Source: an optimization exercise on an open RTL-to-GDS flow (aim: small area). Production flows keep margins and buffers that such runs may drop.
Function was checked by simulation only, so behaviour that the tests miss may differ from the original.

## top_gray_sobel
module top_gray_sobel (
        input logic    clk_i,
        input logic    nreset_i,
        input logic    [1:0] select_i,
        input logic    finish_i,
        input logic    start_i,
        input logic    [MAX_PIXEL_BITS-1:0] in_pixel_i,
        output logic   [MAX_PIXEL_BITS-1:0] out_pixel_o,
        output logic   px_ready_sobel_o
    );
    wire sel0 = (select_i == 2'd0);
    wire sel1 = (select_i == 2'd1);
    wire sel2 = (select_i == 2'd2);
    wire sel3 = (select_i == 2'd3);
    logic [MAX_PIXEL_BITS-1:0] px_q;
    logic gray_busy_q, gray_valid_q, gray_busy_nx;
    logic byp_q, byp_nx;
    logic [7:0] gray_sum, gray;
    always_ff @(posedge clk_i) px_q <= in_pixel_i;
    assign gray_busy_nx = gray_busy_q ? ~finish_i : (start_i & (sel0 | sel2));
    assign byp_nx       = byp_q ? ~finish_i : (start_i & sel3);
    always_ff @(posedge clk_i or negedge nreset_i) begin
        if (!nreset_i) begin
            gray_busy_q  <= 1'b0;
            gray_valid_q <= 1'b0;
            byp_q        <= 1'b0;
        end else begin
            gray_busy_q  <= gray_busy_nx;
            gray_valid_q <= gray_busy_nx & ~sel1;
            byp_q        <= byp_nx;
        end
    end
    logic gs1, gs2;
    ha gsu2 (.a(px_q[10]), .b(px_q[13]), .s(gs1), .co(gs2));
    logic gs3, gs4;
    fa gsu4 (.a(px_q[11]), .b(px_q[14]), .c(px_q[5]), .s(gs3), .co(gs4));
    logic gs5, gs6;
    ha gsu6 (.a(px_q[8]), .b(px_q[3]), .s(gs5), .co(gs6));
    logic gs7, gs8;
    fa gsu8 (.a(px_q[12]), .b(px_q[6]), .c(px_q[9]), .s(gs7), .co(gs8));
    logic gs9, gs10;
    ha gsu10 (.a(px_q[12]), .b(px_q[6]), .s(gs9), .co(gs10));
    logic gs11, gs12;
    fa gsu12 (.a(gs1), .b(px_q[7]), .c(px_q[2]), .s(gs11), .co(gs12));
    logic gs13, gs14;
    fa gsu14 (.a(gs3), .b(gs5), .c(px_q[4]), .s(gs13), .co(gs14));
    logic gs15, gs16;
    fa gsu16 (.a(gs7), .b(px_q[4]), .c(gs4), .s(gs15), .co(gs16));
    logic gs17, gs18;
  ...
Settings: LEC_CHECK=0, CAP_MARGIN=20, CORE_AREA=10 10 290 290, DIE_AREA=0 0 300 300, SLEW_MARGIN=20, SYNTH_HIERARCHICAL=1, SYNTH_MINIMUM_KEEP_SIZE=0; clock period 10.0 ns.
run.sh (not shown) runs the stock make flow with config.mk's settings and CLKGATE_MAP_FILE= SYNTH_SCRIPT=/design/flow/synth_recipe.tcl, a recipe that flattens the netlist after the stock synthesis.
Change:
==> flow/flow/run.sh (new file) <==
#!/bin/bash
# The standard layout (standard.sh: the standard flow's synthesis and ORFS flow), with
#  - port buffers of the smallest buffer cell instead of the default choice,
#  - clock tree synthesis without dummy loads at the tree's leaves.
# Each tool's full output goes to a log of its own under orfs/logs; make's
# output goes to flow_make.log here.
set -euo pipefail
export BUFFER_PORTS_ARGS="-buffer_cell sky130_fd_sc_hd__buf_1"
export CTS_ARGS="-sink_clustering_enable -repair_clock_nets -dont_use_dummy_load -buf_list {sky130_fd_sc_hd__clkbuf_4 sky130_fd_sc_hd__clkbuf_8}"
bash standard.sh > flow_make.log 2>&1
==> flow/standard.sh (new file) <==
#!/bin/bash
# synth_recipe.tcl (not shown) runs the flow's synth.tcl, then flattens the netlist and writes it again
# the make line also repeats each setting of config.mk as NAME=value (left out here)
make -C /OpenROAD-flow-scripts/flow DESIGN_CONFIG=/design/flow/config.mk WORK_HOME=/design/flow/orfs CLKGATE_MAP_FILE= SYNTH_SCRIPT=/design/flow/synth_recipe.tcl "${@:-finish}"
--- a/flow/config.mk
+++ b/flow/config.mk
@@ -7,6 +7,7 @@
 export LEC_CHECK = 0
 export CAP_MARGIN = 20
-export CORE_AREA = 10 10 290 290
-export DIE_AREA = 0 0 300 300
+export CORE_AREA = 5 5 115 115
+export CTS_BUF_LIST = sky130_fd_sc_hd__clkbuf_4 sky130_fd_sc_hd__clkbuf_8
+export DIE_AREA = 0 0 120 120
 export SLEW_MARGIN = 20
 export SYNTH_HIERARCHICAL = 1
removed: flow/run.sh
What happened: Die area went down by well over a third. Synthesized area is unchanged. Flip-flop and latch count is unchanged. Critical path depth went up by 1. Cell count went down by well over a third.


## oak
top_gray_sobel again, from the RTL that the note above started with.
Settings: LEC_CHECK=0, CAP_MARGIN=20, CORE_AREA=5 5 115 115, CTS_BUF_LIST=sky130_fd_sc_hd__clkbuf_4 sky130_fd_sc_hd__clkbuf_8, DIE_AREA=0 0 120 120, SLEW_MARGIN=20, SYNTH_HIERARCHICAL=1, SYNTH_MINIMUM_KEEP_SIZE=0; clock period 10.0 ns.
standard.sh (not shown) runs the stock make flow with config.mk's settings and CLKGATE_MAP_FILE= SYNTH_SCRIPT=/design/flow/synth_recipe.tcl, a recipe that flattens the netlist after the stock synthesis.
==> flow/flow/run.sh <==
#!/bin/bash
# The standard layout (standard.sh: the standard flow's synthesis and ORFS flow), with
#  - port buffers of the smallest buffer cell instead of the default choice,
#  - clock tree synthesis without dummy loads at the tree's leaves.
# Each tool's full output goes to a log of its own under orfs/logs; make's
# output goes to flow_make.log here.
set -euo pipefail
export BUFFER_PORTS_ARGS="-buffer_cell sky130_fd_sc_hd__buf_1"
export CTS_ARGS="-sink_clustering_enable -repair_clock_nets -dont_use_dummy_load -buf_list sky130_fd_sc_hd__clkbuf_4 sky130_fd_sc_hd__clkbuf_8"
bash standard.sh > flow_make.log 2>&1
oak is listed as incomplete: the tool reported an error in 4_1_cts and the run ended there.
Input changes introduced in pine (baseline for comparison: oak):
==> flow/run.sh (new file) <==
#!/bin/bash
# synth_recipe.tcl (not shown) runs the flow's synth.tcl, then flattens the netlist and writes it again
# the make line also repeats each setting of config.mk as NAME=value (left out here)
make -C /OpenROAD-flow-scripts/flow DESIGN_CONFIG=/design/flow/config.mk WORK_HOME=/design/flow/orfs CLKGATE_MAP_FILE= SYNTH_SCRIPT=/design/flow/synth_recipe.tcl finish
removed: flow/flow/run.sh
removed: flow/standard.sh
--- outcome ---
- pine went all the way through the flow, and no timing, DRC or antenna check failed.
- pine -> oak: synthesized cell count delta 0, exact match
- Number of top-level design ports: pine vs oak identical
- Re combined area of all synthesized cells: no difference whatsoever between oak and pine.


## the reference run
Another version of the RTL of top_gray_sobel (not shown whole).
For scale: ~450 cells after synthesis, about 37 I/O pins, roughly 5200 um2 of cells after synthesis.
export LEC_CHECK = 0
export ABC_AREA = 1
export CAP_MARGIN = 20
export CORE_AREA = 5 5 115 115
export CTS_BUF_LIST = sky130_fd_sc_hd__clkbuf_4 sky130_fd_sc_hd__clkbuf_8
export DIE_AREA = 0 0 120 120
export SLEW_MARGIN = 20
export SYNTH_HIERARCHICAL = 1
export SYNTH_MINIMUM_KEEP_SIZE = 0
create_clock -name core_clock -period 10.0 [get_ports {clk_i}]
==> flow/flow/run.sh <==
#!/bin/bash
# The standard layout (standard.sh: the standard flow's synthesis and ORFS flow), with
#  - port buffers of the smallest buffer cell instead of the default choice,
#  - clock tree synthesis without dummy loads at the tree's leaves.
# Each tool's full output goes to a log of its own under orfs/logs; make's
# output goes to flow_make.log here.
set -euo pipefail
export BUFFER_PORTS_ARGS="-buffer_cell sky130_fd_sc_hd__buf_1"
export CTS_ARGS="-sink_clustering_enable -repair_clock_nets -dont_use_dummy_load -sink_clustering_size 50 -sink_clustering_max_diameter 200 -buf_list {sky130_fd_sc_hd__clkbuf_16}"
bash standard.sh > flow_make.log 2>&1
The inputs of the trial run differ from those of the reference run as listed below.
diff --git a/flow/flow/run.sh b/flow/flow/run.sh
--- a/flow/flow/run.sh
+++ b/flow/flow/run.sh
@@ -9 +9 @@
-export CTS_ARGS="-sink_clustering_enable -repair_clock_nets -dont_use_dummy_load -sink_clustering_size 50 -sink_clustering_max_diameter 200 -buf_list {sky130_fd_sc_hd__clkbuf_16}"
+export CTS_ARGS="-sink_clustering_enable -repair_clock_nets -dont_use_dummy_load -buf_list {sky130_fd_sc_hd__clkbuf_4 sky130_fd_sc_hd__clkbuf_8}"
Findings:
Final area on the trial run is ahead of the reference run.
The wire length on the reference run is in line with that on the trial run.
Fraction of area in registers for the trial run: 0.84 points up relative to the reference run


top_gray_sobel, a different RTL version from the one above (not shown whole).
Size: roughly 360 cells after synthesis, roughly 95 flip-flops.
// top_gray_sobel
module top_gray_sobel (
        input logic    clk_i,
        input logic    nreset_i,
        input logic    [1:0] select_i,
        input logic    finish_i,
        input logic    start_i,
        input logic    [MAX_PIXEL_BITS-1:0] in_pixel_i,
        output logic   [MAX_PIXEL_BITS-1:0] out_pixel_o,
        output logic   px_ready_sobel_o
    );
export LEC_CHECK = 0
export CAP_MARGIN = 20
export CORE_AREA = 5 5 115 115
export CTS_BUF_LIST = sky130_fd_sc_hd__clkbuf_4 sky130_fd_sc_hd__clkbuf_8
export DIE_AREA = 0 0 120 120
export SLEW_MARGIN = 20
export SYNTH_HIERARCHICAL = 1
export SYNTH_MINIMUM_KEEP_SIZE = 0
create_clock -name core_clock -period 10.0 [get_ports {clk_i}]
==> flow/flow/run.sh <==
#!/bin/bash
# The standard layout (standard.sh: the standard flow's synthesis and ORFS flow), with
#  - port buffers of the smallest buffer cell instead of the default choice,
#  - clock tree synthesis without dummy loads at the tree's leaves,
#  - power recovery after global routing (downsizes gates off the critical
#    paths).
# Each tool's full output goes to a log of its own under orfs/logs; make's
# output goes to flow_make.log here.
set -euo pipefail
export BUFFER_PORTS_ARGS="-buffer_cell sky130_fd_sc_hd__buf_1"
export CTS_ARGS="-sink_clustering_enable -repair_clock_nets -dont_use_dummy_load -buf_list {sky130_fd_sc_hd__clkbuf_4 sky130_fd_sc_hd__clkbuf_8}"
export RECOVER_POWER=100
bash standard.sh > flow_make.log 2>&1
The baseline completed and failed the layout checks on capacitance limit, slew limit.
Next try:
==> flow/flow/run.sh (replaced) <==
#!/bin/bash
# The standard layout (standard.sh: the standard flow's synthesis and ORFS flow), with
#  - port buffers of the smallest buffer cell instead of the default choice,
#  - clock tree synthesis without dummy loads at the tree's leaves.
# Each tool's full output goes to a log of its own under orfs/logs; make's
# output goes to flow_make.log here.
set -euo pipefail
export BUFFER_PORTS_ARGS="-buffer_cell sky130_fd_sc_hd__buf_1"
export CTS_ARGS="-sink_clustering_enable -repair_clock_nets -dont_use_dummy_load -buf_list {sky130_fd_sc_hd__clkbuf_4 sky130_fd_sc_hd__clkbuf_8}"
bash standard.sh > flow_make.log 2>&1
ABC_AREA = 1   (was default)
=>
- The changed run completed without violations
- global-route usage came out higher by 0.55 points
- cell count went up by about a fifth
- hold slack got worse by 0.014 ns
- setup slack improved by 0.54 ns
- via count went up by a little under a tenth
- cell area came out higher by a few percent
- non-clock buffer count is higher by 2
- routed wire length went up by a few percent

-- re-timing with driven ports --
Ports are ideal in the flow. The routed layouts listed here were re-timed in OpenROAD. Step 1: set_driving_cell puts a clkbuf_16 on clk_i and a buf_2 on each other input, an assumption about the parent block. Step 2, shift: input delay + t, output delay - t, t = (earliest + latest rising clock arrival at the registers) / 2. This alone moves slack from input paths to output paths. Three values: no drivers, after step 1, after step 2; two values: the first two.
run	t (ns)	setup slack, ns	hold WS [ns]	cell pins on the clock port's net
the first run of note 1	0.407	2.456 / 2.485 / 2.078	0.372 / 0.372 / 0.372	1
the second run of note 1	0.381	2.729 / 2.729 / 2.514	0.368 / 0.368 / 0.368	1
pine	0.413	2.553 / 2.521 / 2.146	0.380 / 0.380 / 0.380	1
the reference run	0.379	2.714 / 2.714 / 2.387	0.445 / 0.445 / 0.445	1
the trial run	0.403	2.697 / 2.697 / 2.388	0.448 / 0.448 / 0.448	1
the first run of note 4	0.386	1.842 / 1.853 / 1.468	0.392 / 0.392 / 0.392	1
the second run of note 4	0.393	2.380 / 2.380 / 2.380	0.378 / 0.378 / 0.378	1
For pine, which loses most, drivers alone change the setup slack by -0.032 ns; drivers and shift together by -0.407 ns.
